From an optimization exercise on the open Yosys and OpenROAD flow, aimed at small area and a short achievable clock period; shortcuts taken in it are not production practice.
The RTL was checked by simulation tests, not by an equivalence proof against the original design.
No driver is modelled on the clock port, so clocking that relies on it looks cheaper here than on a real chip.
Power figures rest on the tool's default switching activity, not on a simulated workload.

==> flow/design.v <==
module neuron_unit (
    input wire clk,
    input wire [31:0] inputs,
    input wire [31:0] weights,
    input wire [7:0] threshold,
    output reg out,
    output reg [5:0] popcount
);
    wire [31:0] x = ~(inputs ^ weights);
    wire n1;
    wire n2;
    wire n3;
    wire n4;
    wire n5;
    wire n6;
    wire n7;
    wire n8;
    wire n9;
    wire n10;
    wire n11;
    wire n12;
    wire n13;
    wire n14;
    wire n15;
    wire n16;
    wire n17;
    wire n18;
    wire n19;
    wire n20;
    wire n21;
    wire n22;
    wire n23;
    wire n24;
    wire n25;
    wire n26;
    wire n27;
    wire n28;
    wire n29;
    wire n30;
    wire n31;
    wire n32;
    wire n33;
    wire n34;
    wire n35;
    wire n36;
    wire n37;
    wire n38;
    wire n39;
    wire n40;
    wire n41;
    wire n42;
    wire n43;
    wire n44;
    wire n45;
    wire n46;
    wire n47;
    wire n48;
    wire n49;
    wire n50;
    wire n51;
    wire n52;
    wire n53;
    wire n54;
    wire n55;
    wire n56;
    wire n57;
    wire n58;
    wire n59;
    wire n60;
    wire n61;
    wire n62;
    wire n63;
    wire n64;
    wire n65;
    reg r_n21;
    reg r_n23;
    reg r_n25;
    reg r_n27;
    reg r_n8;
    reg r_n22;
    reg r_n24;
    reg r_n26;
    reg r_n28;
    reg r_n29;
    reg r_n31;
    reg r_n33;
    reg r_n30;
    reg r_n32;
    reg r_n34;
    reg [5:0] r_thr;
    fa_cell un1 (.a(x[0]), .b(x[10]), .c(x[11]), .s(n1), .co(n2));
    fa_cell un3 (.a(x[12]), .b(x[13]), .c(x[14]), .s(n3), .co(n4));
    fa_cell un5 (.a(x[15]), .b(x[16]), .c(x[17]), .s(n5), .co(n6));
    fa_cell un7 (.a(x[18]), .b(x[19]), .c(x[1]), .s(n7), .co(n8));
    fa_cell un9 (.a(x[20]), .b(x[21]), .c(x[22]), .s(n9), .co(n10));
    fa_cell un11 (.a(x[23]), .b(x[24]), .c(x[25]), .s(n11), .co(n12));
    fa_cell un13 (.a(x[26]), .b(x[27]), .c(x[28]), .s(n13), .co(n14));
    fa_cell un15 (.a(x[29]), .b(x[2]), .c(x[30]), .s(n15), .co(n16));
    fa_cell un17 (.a(x[31]), .b(x[3]), .c(x[4]), .s(n17), .co(n18));
    fa_cell un19 (.a(x[5]), .b(x[6]), .c(x[7]), .s(n19), .co(n20));
    fa_cell un21 (.a(x[8]), .b(x[9]), .c(n1), .s(n21), .co(n22));
    fa_cell un23 (.a(n11), .b(n13), .c(n15), .s(n23), .co(n24));
    fa_cell un25 (.a(n17), .b(n19), .c(n3), .s(n25), .co(n26));
    fa_cell un27 (.a(n5), .b(n7), .c(n9), .s(n27), .co(n28));
    fa_cell un29 (.a(n10), .b(n12), .c(n14), .s(n29), .co(n30));
    fa_cell un31 (.a(n16), .b(n18), .c(n2), .s(n31), .co(n32));
    fa_cell un33 (.a(n20), .b(n4), .c(n6), .s(n33), .co(n34));
    always @(posedge clk) begin
        r_n21 <= n21;
        r_n23 <= n23;
        r_n25 <= n25;
        r_n27 <= n27;
        r_n8 <= n8;
        r_n22 <= n22;
        r_n24 <= n24;
        r_n26 <= n26;
        r_n28 <= n28;
        r_n29 <= n29;
        r_n31 <= n31;
        r_n33 <= n33;
        r_n30 <= n30;
        r_n32 <= n32;
        r_n34 <= n34;
        r_thr <= {threshold[5:3] | {3{|threshold[7:6]}}, threshold[2:0]};
    end
    fa_cell un35 (.a(r_n21), .b(r_n23), .c(r_n25), .s(n35), .co(n36));
    ha_cell un37 (.a(n35), .b(r_n27), .s(n37), .co(n38));
    fa_cell un39 (.a(r_n8), .b(r_n22), .c(r_n24), .s(n39), .co(n40));
    fa_cell un41 (.a(r_n26), .b(r_n28), .c(r_n29), .s(n41), .co(n42));
    fa_cell un43 (.a(r_n31), .b(r_n33), .c(n36), .s(n43), .co(n44));
    fa_cell un45 (.a(n39), .b(n41), .c(n38), .s(n45), .co(n46));
    ha_cell un47 (.a(n43), .b(n45), .s(n47), .co(n48));
    fa_cell un49 (.a(r_n30), .b(r_n32), .c(r_n34), .s(n49), .co(n50));
    fa_cell un51 (.a(n40), .b(n42), .c(n49), .s(n51), .co(n52));
    fa_cell un53 (.a(n44), .b(n51), .c(n46), .s(n53), .co(n54));
    ha_cell un55 (.a(n48), .b(n53), .s(n55), .co(n56));
    fa_cell un57 (.a(n50), .b(n52), .c(n54), .s(n57), .co(n58));
    ha_cell un59 (.a(n57), .b(n56), .s(n59), .co(n60));
    ha_cell un61 (.a(n58), .b(n60), .s(n61), .co(n62));
    assign n63 = n37 | ~r_thr[0];
    maj_cell un64 (.a(n47), .b(~r_thr[1]), .c(n63), .y(n64));
    maj_cell un65 (.a(n55), .b(~r_thr[2]), .c(n64), .y(n65));
    wire G1 = n50 | n52 | n54;
    wire G2 = (n50 & n52) | (n50 & n54) | (n52 & n54);
    wire G3 = n50 & n52 & n54;
    wire [2:0] th = r_thr[5:3];
    wire ok = 1'b1;
    wire A0 = ok & ((th == 3'd0 & G1) | (th == 3'd1 & G2) | (th == 3'd2 & G3));
    wire A1 = ok & ((th == 3'd0) | (th == 3'd1 & G1) | (th == 3'd2 & G2) | (th == 3'd3 & G3));
    wire A2 = ok & ((th <= 3'd1) | (th == 3'd2 & G1) | (th == 3'd3 & G2) | (th == 3'd4 & G3));
    wire fire;
    sel_cell usel (.a0(A0), .a1(A1), .a2(A2), .d(n56), .l(n65), .y(fire));
    wire [5:0] p = {n62, n61, n59, n55, n47, n37};
    always @(posedge clk) begin
        out <= fire;
        popcount <= p;
    end
endmodule
module fa_cell (input wire a, input wire b, input wire c, output wire s, output wire co);
    assign s = a ^ b ^ c;
    assign co = (a & b) | (a & c) | (b & c);
endmodule
module ha_cell (input wire a, input wire b, output wire s, output wire co);
    assign s = a ^ b;
    assign co = a & b;
endmodule
module maj_cell (input wire a, input wire b, input wire c, output wire y);
    assign y = (a & b) | (a & c) | (b & c);
endmodule
module sel_cell (input wire a0, input wire a1, input wire a2, input wire d, input wire l, output wire y);
    assign y = a0 | (a1 & (d | l)) | (a2 & d & l);
endmodule
module bnn_layer #(
    parameter N = 32,
    parameter NEURONS = 16
)(
    input wire clk,
    input wire rst,
    input wire valid_in,
    input wire [N-1:0] input_vector,
    input wire [NEURONS*N-1:0] weights_flat,
    input wire [8*NEURONS-1:0] thresholds_flat,
    output wire [NEURONS-1:0] output_vector,
    output wire valid_out,
    output wire [8*NEURONS-1:0] debug_popcounts
);
    genvar i;
    generate
        for (i = 0; i < NEURONS; i = i + 1) begin : neuron_array
            wire [5:0] pc;
            neuron_unit neuron_inst (
                .clk(clk),
                .inputs(input_vector),
                .weights(weights_flat[32*i +: 32]),
                .threshold(thresholds_flat[8*i +: 8]),
                .out(output_vector[i]),
                .popcount(pc)
            );
            assign debug_popcounts[8*i +: 8] = {2'b00, pc};
        end
    endgenerate
    reg [1:0] vld;
    always @(posedge clk or posedge rst) begin
        if (rst) vld <= 2'd0;
        else vld <= {vld[0], valid_in};
    end
    assign valid_out = vld[1];
endmodule
==> flow/flow/run.sh <==
#!/bin/bash
# Own layout flow: the standard flow (standard synthesis unchanged), with
#  - port buffers made from the smallest buffer cell instead of the resizer's default,
#  - input_vector port buffers (16 loads each) enlarged after repair_design,
#  - timing repair aimed below the clock period (SETUP_SLACK_MARGIN).
# Each tool's output goes to the ORFS logs under orfs/logs; make's output to flow_standard.log.
set -euo pipefail
export BUFFER_PORTS_ARGS="-buffer_cell sky130_fd_sc_hd__buf_1"
export SETUP_SLACK_MARGIN=5.95
export FLOW_INBUF_CELL=sky130_fd_sc_hd__buf_8
export POST_RESIZE_TCL="$PWD/flow/post_resize.tcl"
bash standard.sh finish > flow_standard.log 2>&1 || { tail -50 flow_standard.log; exit 1; }
tail -5 flow_standard.log
==> flow/flow/post_resize.tcl <==
# Drive each input_vector bit (16 loads spread over the layout) with larger
# buffers than repair_design picks: every buffer between the port and the
# loads is resized. The port itself is an ideal driver.
set n 0
set block [ord::get_db_block]
foreach port [get_ports input_vector*] {
  set nets [list [[$block findBTerm [get_full_name $port]] getNet]]
  while { [llength $nets] } {
    set net [lindex $nets 0]
    set nets [lrange $nets 1 end]
    foreach it [$net getITerms] {
      if { ![$it isInputSignal] } { continue }
      set inst [$it getInst]
      if { [string match "sky130_fd_sc_hd__*buf_*" [[$inst getMaster] getName]] } {
        replace_cell [get_cells [$inst getName]] $::env(FLOW_INBUF_CELL)
        incr n
        foreach ot [$inst getITerms] {
          if { [$ot isOutputSignal] && [$ot getNet] ne "NULL" } { lappend nets [$ot getNet] }
        }
      }
    }
  }
}
puts "post_resize: resized $n input_vector buffers to $::env(FLOW_INBUF_CELL)"
==> flow/standard.sh <==
#!/bin/bash
# synth_recipe.tcl (not shown) runs the flow's synth.tcl, then flattens the netlist and writes it again
# the make line also repeats each setting of config.mk as NAME=value (left out here)
make -C /OpenROAD-flow-scripts/flow DESIGN_CONFIG=/design/flow/config.mk WORK_HOME=/design/flow/orfs CLKGATE_MAP_FILE= SYNTH_SCRIPT=/design/flow/synth_recipe.tcl "${@:-finish}"
==> flow/config.mk <==
export PLATFORM = sky130hd
export DESIGN_NAME = bnn_layer
export DESIGN_NICKNAME = bnn_layer
export VERILOG_FILES = /design/flow/design.v
export SDC_FILE = /design/flow/constraint.sdc
export NUM_CORES = 4
export LEC_CHECK = 0
export CAP_MARGIN = 20
export CORE_AREA = 2 2 243 243
export CTS_CLUSTER_DIAMETER = 150
export CTS_CLUSTER_SIZE = 20
export DIE_AREA = 0 0 245 245
export SLEW_MARGIN = 20
export SYNTH_HIERARCHICAL = 1
export SYNTH_MINIMUM_KEEP_SIZE = 0
==> flow/constraint.sdc <==
create_clock -name core_clock -period 9.0 [get_ports {clk}]
set_input_delay 1.8000 -clock core_clock [delete_from_list [all_inputs] [get_ports {clk}]]
set_output_delay 1.8000 -clock core_clock [all_outputs]
set_load 0.01 [all_outputs]
==> run notes, run 1 <==
- Setup Skew: 17.5 ps
- Worst flop-to-flop path startpoint: neuron_array[12].neuron_inst.r_n21$_DFF_P_
- Port Buffer Count: ~800
- Worst path depth: 1
- Hold depth: 0
- Initial DRC Count: 1078
- Total gr overflow: 0
- Die area: 60000 µm²
- Dpl hpwl: 75.2 mm
- Htree depth: 1
- CP Class: reg2out
- Mean post-synth cell area: 13.5 µm²
- Synth top area share: 0.345
- Multi-input logic area: roughly 17000 µm²
- Max-Cap Viols: 0
- Dpl cell area: between 30000 and 40000 µm²
- Die width: 245 µm
- Worst reg2reg setup slack: 6010 ps
- FF-to-FF End: neuron_array[12].neuron_inst.out$_DFF_P_
- HP Class: reg2reg
- Min-Delay Endpoint: vld[1]$_DFF_PP0_
- Rows: 88
- Worst Tran Pin Value: ~640 ps
- Final wirelength: 94.6 mm
- Share of cells above drive strength 1: 0.0486
- Antenna Nets Post-Route: 0
- Starting Density: 0.452
- Drt wl/cell: 26.9 µm
- IO Count: 820
- Nets: 3909
- Finished Layout Cells: around 3500
- PwrDens: 387 nW/µm²
- First-pass detailed-route iteration total: 5
- Yosys top cell by area: dfxtp_1
- Synthesis-to-finish area growth: 19.0%
- Num CTS Buffers: 26
- Vias post-DR: approximately 18000
- Number of flops mapped to enable cells by yosys: 0
- Final Cell Area: 31000 µm²
- Top post-synthesis cells by count: xnor2_1, dfxtp_1, fa_1
- Cell family with most CP delay: flip-flops
- WP data arrival: 1190 ps
- Endpoints failing setup: 0
- Total Power: 12.0 mW
- Vias in the first global route: 20113
- Bufs on Longest Clock Path: 3
- Min Clock Period, post-route: 2990 ps
- Crit. End Element: output port
- Final Hold Fails: 0
- DR vias/cell: 5.22
- Cell variety after synth: 26
- YS warnings: 8
- Worst vdd ir: 0.303 mV
- R2R cell count: 7
- Register area: 9020 µm²
- DRC: 0
- Hold Crit Start: vld[0]$_DFF_PP0_
- Mapped Area: 26000 µm²
- Initial antenna violation count: 27
- Routability cong.: 0.962
- Fill cells: 5065
- Placed insts: ~3500
- Critical path cell sequence: buf_2
- Ys async rst share: 0.00444
- Synth area leaders: dfxtp_1, fa_1, xnor2_1
- Normalized max-slew margin: 0.572
- Slowest CP cell: dfxtp_1
- Slowest cell delay on critical path: 420 ps
- Flops & latches, synth: 450
- Fmax: 334 MHz
- CP Max Fanout: 1
- Required time worst endpoint: 7200 ps
- Period utilization: 0.333
- Buffers and inverters on the worst path: 1
- Leakage: 11.3 nW
- Top-count cell post-synth: xnor2_1
- Clock-pin slew on the worst setup and hold paths: 90 ps
- Status: finished clean
- Post-CTS setup buffer count: 0
- Post-Route Setup TNS: 0 ps
- Core Box Area: 57600 µm²
- Clock sink count: 450
- First-pass GRT wire length: 132 mm
- CTS root buffer: clkbuf_16
- CP Launch Type: flop
- Final Max Slew Viols: 0
- CTS tree: yes
- Cells after Synth: 1924
- Largest net degree at the start of global routing: 22
- GRT Util Overall: 0.312
- Unrepaired setup endpoints after global routing: true
- Post-synth top flop: dfxtp_1
- Die Y: 245 µm
- Clk Latency, worst-skew pair: 590 ps
- Sequential share of the synthesized area: 0.347
## modules after synthesis, one instance, submodules excluded
module / cells inside / area, µm²
fa_cell: 1 / 20.0
maj_cell: 1 / 11.3
neuron_unit: 83 / 985
bnn_layer: 36 / 298
ha_cell: 1 / 12.5
sel_cell: 2 / 17.5
## worst max path at each step
stage,endpoint,from
2_1_floorplan,neuron_array[0].neuron_inst.r_n23$_DFF_P_,weights_flat[24]
3_3_place_gp,neuron_array[13].neuron_inst.r_n25$_DFF_P_,input_vector[3]
3_5_place_dp,neuron_array[12].neuron_inst.r_n25$_DFF_P_,input_vector[3]
4_1_cts,debug_popcounts[8],neuron_array[1].neuron_inst.popcount[0]$_DFF_P_
5_1_grt,neuron_array[12].neuron_inst.out$_DFF_P_,neuron_array[12].neuron_inst.r_n21$_DFF_P_
6_report,debug_popcounts[11],neuron_array[1].neuron_inst.popcount[3]$_DFF_P_
## per-stage QoR
step	worst slack (ps)	hold slack [ps]	util
2_1_floorplan	5960	331	-
3_3_place_gp	4870	345	0.518
3_5_place_dp	5510	340	0.524
4_1_cts	5950	359	0.536
5_1_grt	5940	384	0.538
6_report	6010	358	0.538
## cell usage in the layout, fill, tap and decap left out, types with 16 or more instances in the layout
master	count
buf_1	751
xnor2_1	512
dfxtp_1	444
fa_1	400
ha_1	79
inv_1	49
or3_1	48
conb_1	32
nand2_1	32
o21bai_1	32
a21o_1	32
maj3_2	32
buf_8	32
clkbuf_16	27
diode_2	18
nand2b_1	16
a21boi_1	16
a211o_1	16
a21oi_2	16
a21oi_1	16
a31oi_1	16
o21a_1	16
nor3_1	16
o21ai_0	16
o2111ai_1	16
o41ai_1	16
and2_1	16
fa_2	16
a221o_1	16
## registers in the layout, summed over array words and instances (netlist names), 16 cells and up
name and count:
neuron_array.neuron_inst.r_n25 16, neuron_array.neuron_inst.r_n32 16, neuron_array.neuron_inst.r_n23 16, neuron_array.neuron_inst.r_n26 16
neuron_array.neuron_inst.r_n34 16, neuron_array.neuron_inst.r_thr 96, neuron_array.neuron_inst.r_n8 16, neuron_array.neuron_inst.r_n24 16
neuron_array.neuron_inst.out 16, neuron_array.neuron_inst.r_n33 16, neuron_array.neuron_inst.r_n29 16, neuron_array.neuron_inst.r_n30 16
neuron_array.neuron_inst.r_n31 16, neuron_array.neuron_inst.r_n27 16, neuron_array.neuron_inst.r_n22 16, neuron_array.neuron_inst.r_n21 16
neuron_array.neuron_inst.popcount 96, neuron_array.neuron_inst.r_n28 16
## metal layers
| metal | up-vias | wire length [µm] | share of wire | track usage |
|---|---|---|---|---|
| li1 | 7886 | - | - | - |
| met3 | 237 | 7090 | 0.075 | 0.0632 |
| met2 | 845 | 46400 | 0.49 | 0.533 |
| met4 | 18 | 4920 | 0.052 | 0.142 |
| met1 | 9407 | 36000 | 0.38 | 0.380 |
| met5 | - | 120 | 0.0013 | 0 |
## cells by family after synthesis
family | Yosys count | share of synthesized area
buffers and inverters | 81 | 0.0163
flip-flops | 450 | 0.347
AO/OA/AOI/OAI | 224 | 0.0654
adder cells (fa/ha/maj) | 528 | 0.372
other | 1 | 0.000144
AND/OR/NAND/NOR | 128 | 0.0269
XOR/XNOR | 512 | 0.172
## final cells by class
type / count / share of cell area
Timing Repair Buffer: 787 / 0.107
Sequential cell: 450 / 0.291
Tap cell: 765 / 0.0309
Multi-Input combinational cell: 1424 / 0.541
Clock buffer: 28 / 0.0219
Clock inverter: 1 / 0.000364
Antenna cell: 18 / 0.00145
Inverter: 49 / 0.00594
## report_power, final
part	internal, mW	switching (mW)
sequential	2.88	0.384
clock	0.536	0.678
combinational	3.49	4.01
total	6.90	5.08
## repair_timing
item	in CTS	in global routing
gates resized for setup	7	18
hold buffers	0	0
endpoints found under the setup margin	7	27
pin swaps	0	2
==> run 2, diff against run 1 <==
--- a/flow/config.mk
+++ b/flow/config.mk
@@ -8,7 +8,7 @@
 export CAP_MARGIN = 20
 export CORE_AREA = 2 2 243 243
 export CTS_CLUSTER_DIAMETER = 150
-export CTS_CLUSTER_SIZE = 20
+export CTS_CLUSTER_SIZE = 28
 export DIE_AREA = 0 0 245 245
 export SLEW_MARGIN = 20
 export SYNTH_HIERARCHICAL = 1
==> run 2 against run 1 <==
  * Sequential share of layout area grew 0.13 points
  * Critical endpoint is now debug_popcounts[8]
  * Largest power group unchanged
  * Hold slack gained 4.8 ps
  * Die area did not move
  * Wire length about the same
  * Clock-buffer cell count decreased by 6
  * Critical path type unchanged
==> run notes, run 2 <==
- Vias in the first global route: 20056
- Critical path cell sequence: buf_2
- Status: finished clean
- Ys async rst share: 0.00444
- Largest net degree at the start of global routing: 30
- Synth top area share: 0.345
- Nets: 3903
- Port Buffer Count: 787
- Antenna Nets Post-Route: 0
- Met3 routed WL: 6.71 mm
- DR vias/cell: 5.21
- Sequential share of the synthesized area: 0.347
- Dpl cell area: 30200 µm²
- Detail Route met2 WL: 46.5 mm
- Largest regs: neuron_array.neuron_inst.popcount: 96 flops, neuron_array.neuron_inst.r_thr: 96 flops
- Unrepaired setup endpoints after global routing: true
- Post-Route Setup TNS: 0 ps
- Num CTS Buffers: 20
- Fmax: 331 MHz
- Synth area leaders: dfxtp_1, fa_1, xnor2_1
- Number of flops mapped to enable cells by yosys: 0
- Endpoints failing setup: 0
- Min Clock Period, post-route: 3020 ps
- Top Metal Used: met5
- Normalized max-slew margin: 0.586
- Die Y: 245 µm
- Yosys top cell by area: dfxtp_1
- Total gr overflow: 0
- Leakage: 11.2 nW
- Routability cong.: ~0.96
- Pre-CTS WS: ~5500 ps
- Final Max Slew Viols: 0
- Cell variety after synth: 26
- Synthesis-to-finish area growth: 18.5%
- Slowest cell delay on critical path: between 400 and 500 ps
- Final Cell Area: 30800 µm²
- DRC: 0
- Post-CTS setup buffer count: 0
- Cell family with most CP delay: flip-flops
- Bufs on Longest Clock Path: 3
- Buffers and inverters on the worst path: 1
- Initial antenna violation count: 28
- Clk Latency, worst-skew pair: 570 ps
- Drt wl/cell: around 27 µm
- Clock-pin slew on the worst setup and hold paths: 110 ps
- Clock sink count: 450
- Die area: 60000 µm²
- Required time worst endpoint: 7200 ps
- CTS tree: yes
- Vias post-DR: around 18000
- CP Launch Type: flop
- WP data arrival: approximately 1200 ps
- Top post-synthesis cells by count: xnor2_1, dfxtp_1, fa_1
- Starting Density: 0.452
- Worst Tran Pin Value: 617 ps
- WL met1: 36.3 mm
- Slowest CP cell: dfxtp_1
- CP Max Fanout: 1
- CTS root buffer: clkbuf_16
- Fill cells: 5082
- Top-count cell post-synth: xnor2_1
- HP Class: reg2reg
- Mean post-synth cell area: 13.5 µm²
- Worst vdd ir: 0.295 mV
- CP Class: reg2out
- IO Count: 820
- Die width: 245 µm
- Dpl hpwl: 75.2 mm
- Htree depth: 1
- Mapped Area: 26000 µm²
- Setup Skew: 34.2 ps
- First-pass detailed-route iteration total: 5
- Crit. End Element: output port
- Final wirelength: 94.7 mm
- Period utilization: 0.335
- Hold slack: 363 ps
- Final Hold Fails: 0
- GRT Util Overall: 0.312
- Cells after Synth: 1924
- Core Box Area: 57600 µm²
- Commonest non-fill, non-tap cells in the layout: buf_1, xnor2_1, dfxtp_1
- PwrDens: 383 nW/µm²
- Max-Cap Viols: 0
- Share of cells above drive strength 1: 0.0465
- Initial DRC Count: 1136
- Post-synth top flop: dfxtp_1
- Rows: 88
- Flops & latches, synth: 450
- First-pass GRT wire length: roughly 130 mm
- YS warnings: 8
- Commonest non-fill, non-tap cell in the layout: buf_1
- Setup ws final: about 6000 ps
==> run 2: cell count changes in the layout (fill, tap and decap cells not counted) <==
cell,before,now
dfxtp_2,4,5
dfxtp_1,444,443
inv_8,1,0
o21ai_0,16,15
clkbuf_16,27,21
ha_1,79,80
diode_2,18,22
ha_4,1,0
clkinv_16,0,1
o21ai_1,0,1
==> run 2: final timing paths <==
| kind | startpoint | endpoint | slack (ps) | cells past startpoint |
|---|---|---|---|---|
| hold / removal | vld[0]$_DFF_PP0_ | vld[1]$_DFF_PP0_ | 360 | 0 |
| hold reg to reg | vld[0]$_DFF_PP0_ | vld[1]$_DFF_PP0_ | 360 | 0 |
| min in group asynchronous | rst | vld[1]$_DFF_PP0_ | 1050 | 2 |
| setup reg to reg | neuron_array[12].neuron_inst.r_n21$_DFF_P_ | neuron_array[12].neuron_inst.out$_DFF_P_ | 6000 | 7 |
| setup / recovery | neuron_array[1].neuron_inst.popcount[0]$_DFF_P_ | debug_popcounts[8] | 5980 | 1 |
| max in group asynchronous | rst | vld[0]$_DFF_PP0_ | 7850 | 2 |
==> run 2: kinds of logic after synthesis <==
group / synth area share
adder cells (fa/ha/maj): 0.372
buffers and inverters: 0.0163
AND/OR/NAND/NOR: 0.0269
flip-flops: 0.347
other: 0.000144
XOR/XNOR: 0.172
AO/OA/AOI/OAI: 0.0654
==> run 2: per-layer routing <==
layer | vias up | track usage
li1 | 7875 | -
met1 | 9380 | 0.380
met2 | 825 | 0.533
met3 | 242 | 0.0633
met4 | 20 | 0.140
met5 | - | 0
==> run 2: where the power goes <==
part	total, mW	switching, mW	internal, mW
Clock	1.09	0.660	0.429
Combinational	7.47	4.02	3.45
Sequential	3.26	0.386	2.88
Total	11.8	5.06	6.76
==> run 2: modules after synthesis, one instance, submodules excluded <==
module       cells inside  area (µm²)
ha_cell                 1        12.5
maj_cell                1        11.3
bnn_layer              36         298
neuron_unit            83         985
fa_cell                 1        20.0
sel_cell                2        17.5
==> run 2: metrics by stage <==
step	total power [mW]	instances	utilization
after floorplan	8.17	1955	-
after global placement	10.4	3475	0.518
after detailed placement	10.6	3475	0.524
after CTS	11.8	3498	0.534
after global routing	12.9	3513	0.535
final	11.8	3520	0.535
==> run 2: layout make-up <==
cell class | instances | area [µm²] | share of cell area
multi-input combinational | 1424 | 16700 | 0.543
sequential | 450 | 9020 | 0.293
timing repair buffer | 787 | 3320 | 0.108
tap | 765 | 957 | 0.0310
clock buffer | 22 | 529 | 0.0172
inverter | 49 | 184 | 0.00596
antenna | 22 | 55.1 | 0.00179
clock inverter | 1 | 30.0 | 0.000974
==> run 2: worst register-to-register path, stage by stage, from the launching register on <==
cell and delay (ps):
dfxtp_1 370, fa_1 480, ha_1 220, fa_1 390, fa_2 540, ha_1 240
maj3_2 320, a221o_1 340
==> run 2: timing repair <==
action | CTS | global route
gates resized for setup | 6 | 20
pin swaps | 0 | 1
endpoints found under the setup margin | 6 | 28
hold buffers | 0 | 0
==> run 3, diff against run 2 <==
--- a/flow/config.mk
+++ b/flow/config.mk
@@ -8,7 +8,7 @@
 export CAP_MARGIN = 20
 export CORE_AREA = 2 2 243 243
 export CTS_CLUSTER_DIAMETER = 150
-export CTS_CLUSTER_SIZE = 28
+export CTS_CLUSTER_SIZE = 24
 export DIE_AREA = 0 0 245 245
 export SLEW_MARGIN = 20
 export SYNTH_HIERARCHICAL = 1
==> run 3 against run 2 <==
  * Maximum frequency increased by 0.40%
  * Largest power group unchanged
  * Global-route usage decreased by 0.050 points
  * Total power about the same
  * Critical path type unchanged
  * Flip-flop and latch count unchanged
  * Critical path depth unchanged
  * Still clean
  * Combinational power about the same
  * Clock skew decreased by 17 ps
  * First-iteration DRC count decreased by 6.3%
  * Non-clock buffer count unchanged
  * Worst setup slack improved by 12 ps
  * Sequential power about the same
  * Via count decreased by 0.11%
==> run notes, run 3 <==
- Status: finished clean
- Normalized max-slew margin: 0.615
- HP Class: reg2reg
- R2R cell count: 7
- Setup crit start: neuron_array[1].neuron_inst.popcount[3]$_DFF_P_
- Synth top area share: 0.345
- Cell family with most CP delay: flip-flops
- IO Count: 820
- GRT Util Overall: 0.311
- CTS tree: yes
- Cell variety after synth: 26
- Period utilization: 0.334
- Worst setup endpoint: debug_popcounts[11]
- Port Buffer Count: 787
- Final wirelength: 94.4 mm
- Clock sink count: 450
- First-pass GRT wire length: about 130 mm
- Critical path cell sequence: buf_2
- Setup ws final: 5990 ps
- DRC: 0
- Worst vdd ir: 0.328 mV
- Die area: 60000 µm²
- Vias in the first global route: 20040
- Synthesis-to-finish area growth: 18.7%
- Cells after Synth: 1924
- Setup Skew: roughly 18 ps
- Worst flop-to-flop path startpoint: neuron_array[12].neuron_inst.r_n21$_DFF_P_
- Htree depth: 1
- Post-Route Setup TNS: 0 ps
- Top-count cell post-synth: xnor2_1
- Num CTS Buffers: 22
- DR vias/cell: 5.20
- Slowest cell delay on critical path: 440 ps
- Drt wl/cell: ~27 µm
- Share of cells above drive strength 1: 0.0483
- Yosys top cell by area: dfxtp_1
- Min Clock Period, post-route: 3010 ps
- Max-Cap Viols: 0
- Largest net degree at the start of global routing: 26
- Unrepaired setup endpoints after global routing: true
- CP Launch Type: flop
- Flops & latches, synth: 450
- First-pass detailed-route iteration total: 5
- Pre-CTS WS: ~5500 ps
- Mean post-synth cell area: between 10 and 15 µm²
- WP data arrival: 1210 ps
- Rows: 88
- Vias post-DR: 18322
- CP Max Fanout: 2
- Final Max Slew Viols: 0
- Multi-input logic area: 16700 µm²
- Hold buffer count at cts: 0
- Synth area leaders: dfxtp_1, fa_1, xnor2_1
- Die Y: 245 µm
- Fmax: 333 MHz
- Number of flops mapped to enable cells by yosys: 0
- Slowest CP cell: dfxtp_1
- Routability cong.: 0.962
- Required time worst endpoint: 7200 ps
- Post-layout util: 0.536
- Bufs on Longest Clock Path: 3
- Die width: 245 µm
- Nets: ~3900
- Sequential share of the synthesized area: 0.347
- Initial DRC Count: 1065
- YS warnings: 8
- PwrDens: 383 nW/µm²
- Clk Latency, worst-skew pair: 580 ps
- Commonest non-fill, non-tap cell in the layout: buf_1
- Buffers and inverters on the worst path: 1
- Ys async rst share: 0.00444
- Commonest non-fill, non-tap cells in the layout: buf_1, xnor2_1, dfxtp_1
- Final Hold Fails: 0
- Top post-synthesis cells by count: xnor2_1, dfxtp_1, fa_1
- Post-synth top flop: dfxtp_1
- FF-to-FF End: neuron_array[12].neuron_inst.out$_DFF_P_
- Total Power: 11.8 mW
- Worst Tran Pin Value: 574 ps
- Mapped Area: 26000 µm²
- Clock-pin slew on the worst setup and hold paths: about 100 ps
- Initial antenna violation count: 30
- Dpl hpwl: 75.2 mm
- Post-CTS setup buffer count: 0
- Worst path depth: 1
- Fill cells: 5085
- Starting Density: 0.452
- CP Class: reg2out
- Crit. End Element: output port
- Leakage: 11.3 nW
- Total gr overflow: 0
- Worst reg2reg setup slack: 6010 ps
- Core Box Area: roughly 58000 µm²
- Endpoints failing setup: 0
- Antenna Nets Post-Route: 0
- Largest regs: neuron_array.neuron_inst.popcount: 96 flops, neuron_array.neuron_inst.r_thr: 96 flops
- Register area: 9030 µm²
- Hold slack: 360 ps
- CTS root buffer: clkbuf_16
[run 3: cell counts after synthesis]
No cell type changed its count.
[run 3: routing by layer]
metal | part of all wire | track usage
met1 | 0.38 | 0.380
met2 | 0.49 | 0.530
met3 | 0.079 | 0.0610
met4 | 0.050 | 0.149
met5 | 0.0012 | 0
[run 3: kinds of logic after synthesis]
logic type               after synthesis  synth area share
adder cells (fa/ha/maj)              528             0.372
XOR/XNOR                             512             0.172
flip-flops                           450             0.347
AO/OA/AOI/OAI                        224            0.0654
AND/OR/NAND/NOR                      128            0.0269
buffers and inverters                 81            0.0163
other                                  1          0.000144
[run 3: cell type report]
type / count / share of cell area
multi-input cells: 1424 / 0.542
flip-flops and latches: 450 / 0.292
repair buffers: 787 / 0.108
well taps: 765 / 0.0310
clock buffers: 24 / 0.0188
inverters: 49 / 0.00596
diodes: 25 / 0.00203
clock inverters: 1 / 0.000284
[run 3: Yosys stat by module, one instance, submodules excluded]
module / times used / cells / area, µm²
fa_cell: 416 / 1 / 20.0
neuron_unit: 16 / 83 / 985
maj_cell: 32 / 1 / 11.3
sel_cell: 16 / 2 / 17.5
bnn_layer: 1 / 36 / 298
ha_cell: 80 / 1 / 12.5
[run 3: timing repair]
item | 4_1_cts | 5_1_grt
gates resized for setup | 6 | 22
endpoints found under the setup margin | 6 | 27
pin swaps | 0 | 2
[run 3: how the worst min path moves through the flow]
stage | from | end | slack, ps | cells past startpoint
detailed placement | vld[0]$_DFF_PP0_ | vld[1]$_DFF_PP0_ | 340 | 0
CTS | vld[0]$_DFF_PP0_ | vld[1]$_DFF_PP0_ | 360 | 0
finish | vld[0]$_DFF_PP0_ | vld[1]$_DFF_PP0_ | 360 | 0
global route | vld[0]$_DFF_PP0_ | vld[1]$_DFF_PP0_ | 390 | 0
floorplan | vld[0]$_DFF_PP0_ | vld[1]$_DFF_PP0_ | 330 | 0
global placement | vld[0]$_DFF_PP0_ | vld[1]$_DFF_PP0_ | 350 | 0
[run 3: through the flow]
| step | cell area, µm² | std cells |
|---|---|---|
| after floorplan | 26100 | 1955 |
| after global placement | 29800 | 3475 |
| after detailed placement | 30200 | 3475 |
| after CTS | 30800 | 3500 |
| after global routing | 30900 | 3516 |
| final | 30900 | 3525 |
[run 3: where the power goes]
group	leakage [nW]	internal [mW]	switching (mW)
Clock	0.289	0.461	0.657
Sequential	3.78	2.88	0.383
Combinational	7.19	3.45	4.00
[run 3: worst reg2reg max path, stage by stage, from the launching register on]
cell,delay (ps)
dfxtp_1,360
fa_1,480
ha_1,220
fa_1,390
fa_2,530
ha_1,240
maj3_2,320
a221o_1,340
==> run 4, diff against run 3 <==
==> flow/flow/run.sh (replaced) <==
#!/bin/bash
# Own layout flow: the standard flow (standard synthesis unchanged), with
#  - port buffers made from the smallest buffer cell instead of the resizer's default,
#  - input_vector port buffers (16 loads each) and output port buffers enlarged after repair_design,
#  - timing repair aimed below the clock period (SETUP_SLACK_MARGIN).
# Each tool's output goes to the ORFS logs under orfs/logs; make's output to flow_standard.log.
set -euo pipefail
export BUFFER_PORTS_ARGS="-buffer_cell sky130_fd_sc_hd__buf_1"
export SETUP_SLACK_MARGIN=5.9
export FLOW_INBUF_CELL=sky130_fd_sc_hd__buf_8
export FLOW_OUTBUF_CELL=sky130_fd_sc_hd__buf_2
export POST_RESIZE_TCL="$PWD/flow/post_resize.tcl"
bash standard.sh finish > flow_standard.log 2>&1 || { tail -50 flow_standard.log; exit 1; }
tail -5 flow_standard.log
--- a/flow/flow/post_resize.tcl
+++ b/flow/flow/post_resize.tcl
@@ -22,3 +22,20 @@
   }
 }
 puts "post_resize: resized $n input_vector buffers to $::env(FLOW_INBUF_CELL)"
+
+# Optionally enlarge the output port buffers as well.
+if { [info exists ::env(FLOW_OUTBUF_CELL)] && $::env(FLOW_OUTBUF_CELL) ne "" } {
+  set n 0
+  foreach port [get_ports -filter "direction==output" *] {
+    set net [[$block findBTerm [get_full_name $port]] getNet]
+    foreach it [$net getITerms] {
+      if { ![$it isOutputSignal] } { continue }
+      set inst [$it getInst]
+      if { [string match "sky130_fd_sc_hd__*buf_*" [[$inst getMaster] getName]] } {
+        replace_cell [get_cells [$inst getName]] $::env(FLOW_OUTBUF_CELL)
+        incr n
+      }
+    }
+  }
+  puts "post_resize: resized $n output port buffers to $::env(FLOW_OUTBUF_CELL)"
+}
--- a/flow/config.mk
+++ b/flow/config.mk
@@ -7,7 +7,7 @@
 export LEC_CHECK = 0
 export CAP_MARGIN = 20
 export CORE_AREA = 2 2 243 243
-export CTS_CLUSTER_DIAMETER = 150
+export CTS_CLUSTER_DIAMETER = 80
 export CTS_CLUSTER_SIZE = 24
 export DIE_AREA = 0 0 245 245
 export SLEW_MARGIN = 20
==> run 4 against run 3 <==
  * Wire length grew 0.43%
  * Combinational power grew 0.5%
  * Final area rose by 1.8%
  * Largest cell class unchanged
==> run notes, run 4 <==
- Flops & latches, synth: 450
- YS warnings: 8
- Largest net degree at the start of global routing: 25
- WP data arrival: 1260 ps
- Unrepaired setup endpoints after global routing: false
- Cell family with most CP delay: flip-flops
- Routability cong.: 0.962
- FF-to-FF End: neuron_array[14].neuron_inst.popcount[4]$_DFF_P_
- Final Max Slew Viols: 0
- Worst Tran Pin Value: between 500 and 600 ps
- Final wirelength: ~95 mm
- Core Box Area: 57600 µm²
- Crit. End Element: output port
- Die width: 245 µm
- Cell variety after synth: 26
- Die area: between 60000 and 70000 µm²
- Critical path cell sequence: buf_2
- Clk Latency, worst-skew pair: 610 ps
- CP Class: reg2out
- R2R cell count: 7
- Htree depth: 1
- Rows: ~90
- Share of cells above drive strength 1: 0.0922
- Initial antenna violation count: 28
- Vias in the first global route: 19975
- Status: finished clean
- Total gr overflow: 0
- CP Max Fanout: 1
- Min-Delay Endpoint: vld[1]$_DFF_PP0_
- Hold depth: 0
- HP Class: reg2reg
- Setup crit start: neuron_array[1].neuron_inst.popcount[0]$_DFF_P_
- Worst reg2reg setup slack: 5980 ps
- Slowest cell delay on critical path: 440 ps
- Antenna Nets Post-Route: 0
- Finished Layout Cells: 3554
- Bufs on Longest Clock Path: 3
- Synth top area share: 0.345
- Ys async rst share: 0.00444
- GRT Util Overall: 0.311
- Nets: about 3900
- Worst flop-to-flop path startpoint: neuron_array[14].neuron_inst.r_n21$_DFF_P_
- Buffers and inverters on the worst path: 1
- Starting Density: 0.452
- Yosys top cell by area: dfxtp_1
- Worst vdd ir: ~0.3 mV
- PwrDens: 389 nW/µm²
- Hold Crit Start: vld[0]$_DFF_PP0_
- Placed insts: about 3500
- Synth area leaders: dfxtp_1, fa_1, xnor2_1
- Top-count cell post-synth: xnor2_1
- DR vias/cell: 5.20
- Pre-CTS WS: 5520 ps
- Mean post-synth cell area: about 14 µm²
- Slowest CP cell: dfxtp_1
- IO Count: 820
- Port Buffer Count: 787
- Top post-synthesis cells by count: xnor2_1, dfxtp_1, fa_1
- Total Power: 12.2 mW
- Dpl hpwl: around 75 mm
- Post-synth top flop: dfxtp_1
- Fill cells: about 5000
- Sequential share of the synthesized area: 0.347
- CP Launch Type: flop
- Final Hold Fails: 0
- Max-Cap Viols: 0
- Clock sink count: 450
- Drt wl/cell: around 27 µm
- Mapped Area: about 26000 µm²
- Min Clock Period, post-route: 3060 ps
- DRC: 0
- Normalized max-slew margin: 0.624
- Leakage: 11.8 nW
- Num CTS Buffers: 30
- Synthesis-to-finish area growth: 20.7%
- Largest regs: neuron_array.neuron_inst.popcount: 96 flops, neuron_array.neuron_inst.r_thr: 96 flops
- Cells after Synth: 1924
- First-pass detailed-route iteration total: 8
- Clock-pin slew on the worst setup and hold paths: 90 ps
- Endpoints failing setup: 0
- Setup Skew: 26.4 ps
- Post-Route Setup TNS: 0 ps
- Commonest non-fill, non-tap cells in the layout: buf_1, xnor2_1, dfxtp_1
- Commonest non-fill, non-tap cell in the layout: buf_1
- First-pass GRT wire length: 131 mm
- Die Y: 245 µm
- CTS root buffer: clkbuf_16
- Fmax: 327 MHz
- Number of flops mapped to enable cells by yosys: 0
- CTS tree: yes
- Vias post-DR: 18481
- Period utilization: 0.340
- Required time worst endpoint: approximately 7000 ps
- Setup ws final: 5940 ps
- Initial DRC Count: 1097
[run 4: cell types whose count changed in the layout (fill, tap and decap cells not counted), sizes merged]
cell,previous run,this run
clkbuf,24,32
inv,49,57
diode,25,24
bufinv,0,1
clkinvlp,0,3
clkinv,1,11
[run 4: per-stage QoR]
stage	area (µm²)	utilization	hold slack [ps]
global placement	29800	0.518	345
detailed placement	30300	0.526	340
CTS	31300	0.544	360
floorplan	26100	-	331
finish	31400	0.546	357
global route	31400	0.545	384
[run 4: routing by layer]
metal / up-vias / share of wire / track usage
met3: 214 / 0.078 / 0.0707
met2: 909 / 0.49 / 0.534
met5: - / 0.0015 / 0
met1: 9425 / 0.38 / 0.371
met4: 20 / 0.051 / 0.145
li1: 7913 / - / -
[run 4: what timing repair did]
item                                    4_1_cts  5_1_grt
pin swaps                                     0        0
hold buffers                                  0        0
resized for setup                             1        7
endpoints found under the setup margin        1        8
buffers inserted                              0        0
[run 4: logic make-up after synthesis]
group / count (synthesis) / share of synthesized area
compound gates: 224 / 0.0654
xor+xnor: 512 / 0.172
fa+ha+maj: 528 / 0.372
buf+inv: 81 / 0.0163
flops: 450 / 0.347
other cells: 1 / 0.000144
simple gates: 128 / 0.0269
[run 4: area by class of cell]
type                       instances  area, µm²  share of cell area
antenna                           24       60.1             0.00191
clock buffer                      32        779              0.0248
clock inverter                    23        250             0.00796
inverter                          49        184             0.00585
multi-input combinational       1424      16700               0.532
sequential                       450       9020               0.287
tap                              765        957              0.0305
timing repair buffer             787       3460               0.110
[run 4: worst max-delay path by stage]
stage / to / slack, ps / depth (start not counted)
5_1_grt: debug_popcounts[8] / 5900 / 1
2_1_floorplan: neuron_array[0].neuron_inst.r_n23$_DFF_P_ / 5960 / 3
6_report: debug_popcounts[8] / 5940 / 1
3_3_place_gp: neuron_array[13].neuron_inst.r_n25$_DFF_P_ / 4870 / 4
4_1_cts: debug_popcounts[8] / 5910 / 1
3_5_place_dp: neuron_array[12].neuron_inst.r_n25$_DFF_P_ / 5520 / 4
[run 4: Yosys stat by module (local to each module, per instance)]
module       copies in the design  flops+latches  cells
sel_cell                       16              0      2
fa_cell                       416              0      1
ha_cell                        80              0      1
bnn_layer                       1              2     36
maj_cell                       32              0      1
neuron_unit                    16             28     83
[run 4: power by group]
group	leakage (nW)	internal, mW	total, mW	switching (mW)
registers	3.78	2.87	3.25	0.379
clock network	0.500	0.694	1.50	0.802
logic	7.55	3.47	7.48	4.01
total	11.8	7.04	12.2	5.19

==> afterwards: timing with drivers on the ports <==
The flow's constraints put no driver on any port. The routed layouts listed below were extracted and timed again, unchanged, in two steps.
Step 1, drivers: a clkbuf_16 drives clk and a buf_2 each remaining input, both assumed.
Step 2 adds t to the input delays and takes it off the output delays; t is the mean of the earliest and latest rising clock arrival at the registers after step 1. Input paths then give back, and output paths get back, about the clock's delay inside the block.
a / b / c = ideal / step 1 / step 2; a / b = the first two.
run | t (ns) | setup WS [ns] | worst setup path at the end | worst data-port slew with drivers (ns) | cell pins on the clock port's net
run 1 | 0.643 | 6.006 / 5.943 / 5.489 | input to register | 0.12 | 1
run 2 | 0.617 | 5.983 / 5.919 / 5.489 | input to register | 0.11 | 1
run 3 | 0.633 | 5.995 / 5.928 / 5.502 | input to register | 0.12 | 1
run 4 | 0.666 | 5.939 / 5.875 / 5.487 | input to register | 0.12 | 1
After both steps setup and hold are still met in every run listed. The setup slack of run 1, which loses most, moves by -0.063 ns with the drivers and by -0.517 ns with both steps.
